This is an optimization exercise on Yosys and OpenROAD, whose aim is small area, a short achievable clock period and few clock cycles per item, not a production implementation.
At most, simulation tests tie the RTL to the original design; equivalence was not proved.
Power is estimated from default activity; no workload was simulated.

==> module mips_div64, before the edit <==
module mips_div64(
  input  logic         clk,
  input  logic         reset,
  input  logic [63:0]  srcA,
  input  logic [63:0]  srcB,
  input  logic [4:0]   rob_ptr_in,
  input  logic [1:0]   hilo_prf_ptr_in,
  input  logic         is_signed_div,
  input  logic         start_div,
  output logic [127:0] y,
  output logic [4:0]   rob_ptr_out,
  output logic [1:0]   hilo_prf_ptr_out,
  output logic         ready,
  output logic         complete
);
   localparam integer LG_G = 1;
   localparam integer G = 1 << LG_G;
   localparam integer DW = 66 + G - 1;
   localparam logic [1:0] IDLE = 2'd0, SETUP = 2'd1, ITER = 2'd2, DONE = 2'd3;
   logic [1:0]    r_state;
   logic [64:0]   r_R;        
   logic [DW-1:0] r_D;        
   logic [63:0]   r_Q;        
   logic [7:0]    r_k;        
   logic [5:0]    r_cnt;
   logic          r_negA, r_qneg, r_exit;
   logic          r_z0;       
   logic [4:0]    r_rob;
   logic [1:0]    r_hilo;
   logic        sA, sB, qn, bz, ubigA, ubigB;
   logic [6:0]  cA, lsB0, lsB;
   logic [7:0]  k_in;
   assign sA    = is_signed_div & srcA[63];
   assign sB    = is_signed_div & srcB[63];
   assign qn    = sA ^ sB;
   assign bz    = ~|srcB;
   assign ubigA = ~is_signed_div & srcA[63];
   assign ubigB = ~is_signed_div & srcB[63];
   clz64 u_clzA (.x({srcA[63:1] ^ srcA[62:0], 1'b1}), .n(cA));
   clz64 u_clzB (.x({1'b0, srcB[63:1] ^ srcB[62:0]}), .n(lsB0));
   assign lsB   = ubigB ? 7'd0 : {1'b0, lsB0[5:0] | {6{lsB0[6]}}};
   pp_add8 u_k (.a({1'b0, lsB}), .b(~{1'b0, cA & {7{~ubigA}}}), .cin(srcA[63]), .s(k_in));
   logic [DW-1:0] d_lv [LG_G:6];
   logic          fill;
   assign fill       = ~r_qneg;
   assign d_lv[LG_G] = {r_D[DW-G:0], {(G-1){fill}}};
   for (genvar l = LG_G; l < 6; l++) begin : g_sh
      assign d_lv[l+1] = r_k[l] ? {d_lv[l][DW-1-(1<<l):0], {(1<<l){fill}}} : d_lv[l];
   end
   logic [DW-1:0] xs, sum;
   logic          cin, zero, acc;
   assign xs  = {{(DW-65){r_R[64]}}, r_R};
   assign cin = ~r_qneg;
   logic zero_n;
   pp_add67 u_add (.a(xs), .b(r_D), .cin(cin), .s(sum), .zn(zero_n));
   assign zero = ~zero_n;
   assign acc = (r_negA ? (sum[DW-1] | zero) : ~sum[DW-1]) & ~r_z0;
   logic start, setup_sub;
   assign start     = (r_state == IDLE) & start_div;
   assign setup_sub = (r_state == SETUP) & r_qneg & ~r_exit;
   always_ff @(posedge clk) begin
      if (reset) begin
         r_state <= IDLE;
      end else begin
         case (r_state)
           IDLE:  if (start_div) r_state <= SETUP;
           SETUP: r_state <= r_exit ? IDLE : ITER;
           ITER:  if (r_z0 | (r_cnt == 6'd0)) r_state <= DONE;
           DONE:  r_state <= IDLE;
         endcase
      end
   end
   logic upd, en_neg, en_pos;
   logic [3:0] en_R;
   assign upd    = (setup_sub | (r_state == ITER)) & ~r_z0;
   assign en_neg = start | (upd & r_negA);
   assign en_pos = start | (upd & (~r_negA | zero));
   for (genvar i = 0; i < 4; i++) begin : g_en
      pp_mux2i u_en (.s(sum[DW-1]), .a(~en_neg), .b(~en_pos), .y(en_R[i]));
   end
   always_ff @(posedge clk) begin
      r_k    <= k_in;
      r_exit <= bz | k_in[7];
   end
   always_ff @(posedge clk) begin
      if (start) begin
         r_negA <= sA;
         r_qneg <= qn;
         r_rob  <= rob_ptr_in;
         r_hilo <= hilo_prf_ptr_in;
      end
      for (int i = 0; i < 4; i++)
        if (en_R[i])
          r_R[16*i +: 16] <= start ? srcA[16*i +: 16] : sum[16*i +: 16];
      if (en_R[3])
        r_R[64] <= start ? sA : sum[64];
      r_z0 <= setup_sub & ~acc;
      if (r_state == SETUP)
        r_cnt <= r_k[5:0] | (G - 1);
      else
        r_cnt <= r_cnt - 6'd1;
   end
   always_ff @(posedge clk) begin
      if (start)
        r_D <= {{(DW-64){sB}}, srcB} ^ {DW{~qn}};
      else if (r_state == SETUP)
        r_D <= d_lv[6];
      else
        r_D <= {r_D[DW-1], r_D[DW-1:1]};
      if (start)
        r_Q <= bz ? (qn ? 64'd1 : '1) : '0;
      else if (r_state == SETUP)
        r_Q <= {64{r_qneg}};
      else if (r_z0)
        r_Q <= '0;
      else
        r_Q <= {r_Q[62:0], acc ^ r_qneg};
   end
   assign complete         = (r_state == DONE) | ((r_state == SETUP) & r_exit);
   assign ready            = (r_state == IDLE) & ~start_div;
   assign y                = {r_R[63:0], r_Q};
   assign rob_ptr_out      = r_rob;
   assign hilo_prf_ptr_out = r_hilo;
endmodule
==> module clz64, before the edit <==
module clz64(input logic [63:0] x, output logic [6:0] n);
always_comb begin : b
   logic [15:0] v1; logic [31:0] c1;    
   logic [3:0]  v2; logic [15:0] c2;    
   logic        v3; logic [5:0]  c3;
   for (int i = 0; i < 16; i++) begin
      v1[i] = |x[4*i +: 4];
      c1[2*i+1] = ~x[4*i+3] & ~x[4*i+2];
      c1[2*i]   = ~x[4*i+3] & (x[4*i+2] | ~x[4*i+1]);
   end
   for (int i = 0; i < 4; i++) begin
      v2[i] = |v1[4*i +: 4];
      c2[4*i+3] = ~v1[4*i+3] & ~v1[4*i+2];
      c2[4*i+2] = ~v1[4*i+3] & (v1[4*i+2] | ~v1[4*i+1]);
      c2[4*i +: 2] = v1[4*i+3] ? c1[2*(4*i+3) +: 2] :
                     v1[4*i+2] ? c1[2*(4*i+2) +: 2] :
                     v1[4*i+1] ? c1[2*(4*i+1) +: 2] : c1[2*(4*i) +: 2];
   end
   v3 = |v2;
   c3[5] = ~v2[3] & ~v2[2];
   c3[4] = ~v2[3] & (v2[2] | ~v2[1]);
   c3[3:0] = v2[3] ? c2[12 +: 4] : v2[2] ? c2[8 +: 4] : v2[1] ? c2[4 +: 4] : c2[0 +: 4];
   n = v3 ? {1'b0, c3} : 7'd64;
end
endmodule
==> flow/config.mk <==
export PLATFORM = sky130hd
export DESIGN_NAME = mips_div64
export DESIGN_NICKNAME = mips_div64
export VERILOG_FILES = /design/flow/design.v
export SDC_FILE = /design/flow/constraint.sdc
export NUM_CORES = 4
export LEC_CHECK = 0
export CAP_MARGIN = 20
export CORE_MARGIN = 2
export CORE_UTILIZATION = 40
export SETUP_SLACK_MARGIN = 0.7
export SLEW_MARGIN = 20
export SYNTH_HIERARCHICAL = 1
==> flow/constraint.sdc <==
create_clock -name core_clock -period 4.0 [get_ports {clk}]
set_input_delay 0.8000 -clock core_clock [delete_from_list [all_inputs] [get_ports {clk}]]
set_output_delay 0.8000 -clock core_clock [all_outputs]
set_load 0.01 [all_outputs]
standard.sh (not shown) runs the stock make flow with config.mk's settings and CLKGATE_MAP_FILE= SYNTH_SCRIPT=/design/flow/synth_recipe.tcl, a recipe that flattens the netlist after the stock synthesis.
==> flow/flow/run.sh <==
#!/bin/bash
# Standard ORFS layout (the standard.sh) with one change to how it is
# made: the port buffers use the smallest buffer cell instead of the delay
# buffer buffer_ports picks by default.  All of make's output goes to
# standard_flow.log here.
set -euo pipefail
export BUFFER_PORTS_ARGS="-buffer_cell sky130_fd_sc_hd__buf_1"
bash standard.sh > standard_flow.log 2>&1
The starting point completed with no timing, DRC or antenna violations.
Change:
--- a/flow/design.v
+++ b/flow/design.v
@@ -1630,4 +1630,27 @@
    logic [4:0]    r_rob;
    logic [1:0]    r_hilo;
+   function automatic logic [6:0] clz64(input logic [63:0] x);
+      logic [15:0] v1; logic [31:0] c1;    
+      logic [3:0]  v2; logic [15:0] c2;    
+      logic        v3; logic [5:0]  c3;
+      for (int i = 0; i < 16; i++) begin
+         v1[i] = |x[4*i +: 4];
+         c1[2*i+1] = ~x[4*i+3] & ~x[4*i+2];
+         c1[2*i]   = ~x[4*i+3] & (x[4*i+2] | ~x[4*i+1]);
+      end
+      for (int i = 0; i < 4; i++) begin
+         v2[i] = |v1[4*i +: 4];
+         c2[4*i+3] = ~v1[4*i+3] & ~v1[4*i+2];
+         c2[4*i+2] = ~v1[4*i+3] & (v1[4*i+2] | ~v1[4*i+1]);
+         c2[4*i +: 2] = v1[4*i+3] ? c1[2*(4*i+3) +: 2] :
+                        v1[4*i+2] ? c1[2*(4*i+2) +: 2] :
+                        v1[4*i+1] ? c1[2*(4*i+1) +: 2] : c1[2*(4*i) +: 2];
+      end
+      v3 = |v2;
+      c3[5] = ~v2[3] & ~v2[2];
+      c3[4] = ~v2[3] & (v2[2] | ~v2[1]);
+      c3[3:0] = v2[3] ? c2[12 +: 4] : v2[2] ? c2[8 +: 4] : v2[1] ? c2[4 +: 4] : c2[0 +: 4];
+      clz64 = v3 ? {1'b0, c3} : 7'd64;
+   endfunction
    logic        sA, sB, qn, bz, ubigA, ubigB;
    logic [6:0]  cA, lsB0, lsB;
@@ -1639,6 +1662,6 @@
    assign ubigA = ~is_signed_div & srcA[63];
    assign ubigB = ~is_signed_div & srcB[63];
-   clz64 u_clzA (.x({srcA[63:1] ^ srcA[62:0], 1'b1}), .n(cA));
-   clz64 u_clzB (.x({1'b0, srcB[63:1] ^ srcB[62:0]}), .n(lsB0));
+   assign cA    = clz64({srcA[63:1] ^ srcA[62:0], 1'b1});
+   assign lsB0  = clz64({1'b0, srcB[63:1] ^ srcB[62:0]});
    assign lsB   = ubigB ? 7'd0 : {1'b0, lsB0[5:0] | {6{lsB0[6]}}};
    pp_add8 u_k (.a({1'b0, lsB}), .b(~{1'b0, cA & {7{~ubigA}}}), .cin(srcA[63]), .s(k_in));
@@ -1725,27 +1748,2 @@
    assign hilo_prf_ptr_out = r_hilo;
 endmodule
-module clz64(input logic [63:0] x, output logic [6:0] n);
-always_comb begin : b
-   logic [15:0] v1; logic [31:0] c1;    
-   logic [3:0]  v2; logic [15:0] c2;    
-   logic        v3; logic [5:0]  c3;
-   for (int i = 0; i < 16; i++) begin
-      v1[i] = |x[4*i +: 4];
-      c1[2*i+1] = ~x[4*i+3] & ~x[4*i+2];
-      c1[2*i]   = ~x[4*i+3] & (x[4*i+2] | ~x[4*i+1]);
-   end
-   for (int i = 0; i < 4; i++) begin
-      v2[i] = |v1[4*i +: 4];
-      c2[4*i+3] = ~v1[4*i+3] & ~v1[4*i+2];
-      c2[4*i+2] = ~v1[4*i+3] & (v1[4*i+2] | ~v1[4*i+1]);
-      c2[4*i +: 2] = v1[4*i+3] ? c1[2*(4*i+3) +: 2] :
-                     v1[4*i+2] ? c1[2*(4*i+2) +: 2] :
-                     v1[4*i+1] ? c1[2*(4*i+1) +: 2] : c1[2*(4*i) +: 2];
-   end
-   v3 = |v2;
-   c3[5] = ~v2[3] & ~v2[2];
-   c3[4] = ~v2[3] & (v2[2] | ~v2[1]);
-   c3[3:0] = v2[3] ? c2[12 +: 4] : v2[2] ? c2[8 +: 4] : v2[1] ? c2[4 +: 4] : c2[0 +: 4];
-   n = v3 ? {1'b0, c3} : 7'd64;
-end
-endmodule
What happened: The changed run went through all stages and came out clean. Routed wire length drops by 2.6%. Sequential cell count does not change. Final area drops by 1.1%. Clock skew drops by 0.036 ns. Power drops by 12%.
Testbench counts after the change, summed over its fixed seeds: cycles 33,279, items 2,400.
For the first run of this note, only the layout was checked, not whether the RTL still works.

re-timing with driven ports:
No port has a modelled driver above. Below, the same layouts with a new extraction and two added sets of constraints. Step 1, drivers: a clkbuf_16 drives clk and a buf_2 each remaining input, both assumed. Step 2 also shifts input and output timing later by t, the mid clock arrival at the registers, as if the neighbouring blocks saw the same clock. Three values: no drivers, after step 1, after step 2; two values: the first two.
run	shift t [ns]	setup slack, ns	hold WS [ns]	worst setup path at the end
the first run	0.651	0.767 / 0.767 / 0.229	0.365 / 0.330 / 0.405	input to register
the second run	0.632	0.828 / 0.838 / 0.222	0.386 / 0.362 / 0.404	input to register
After both steps setup and hold are still met in every run listed. For the second run, which loses most, drivers alone change the setup slack by +0.010 ns; drivers and shift together by -0.606 ns.
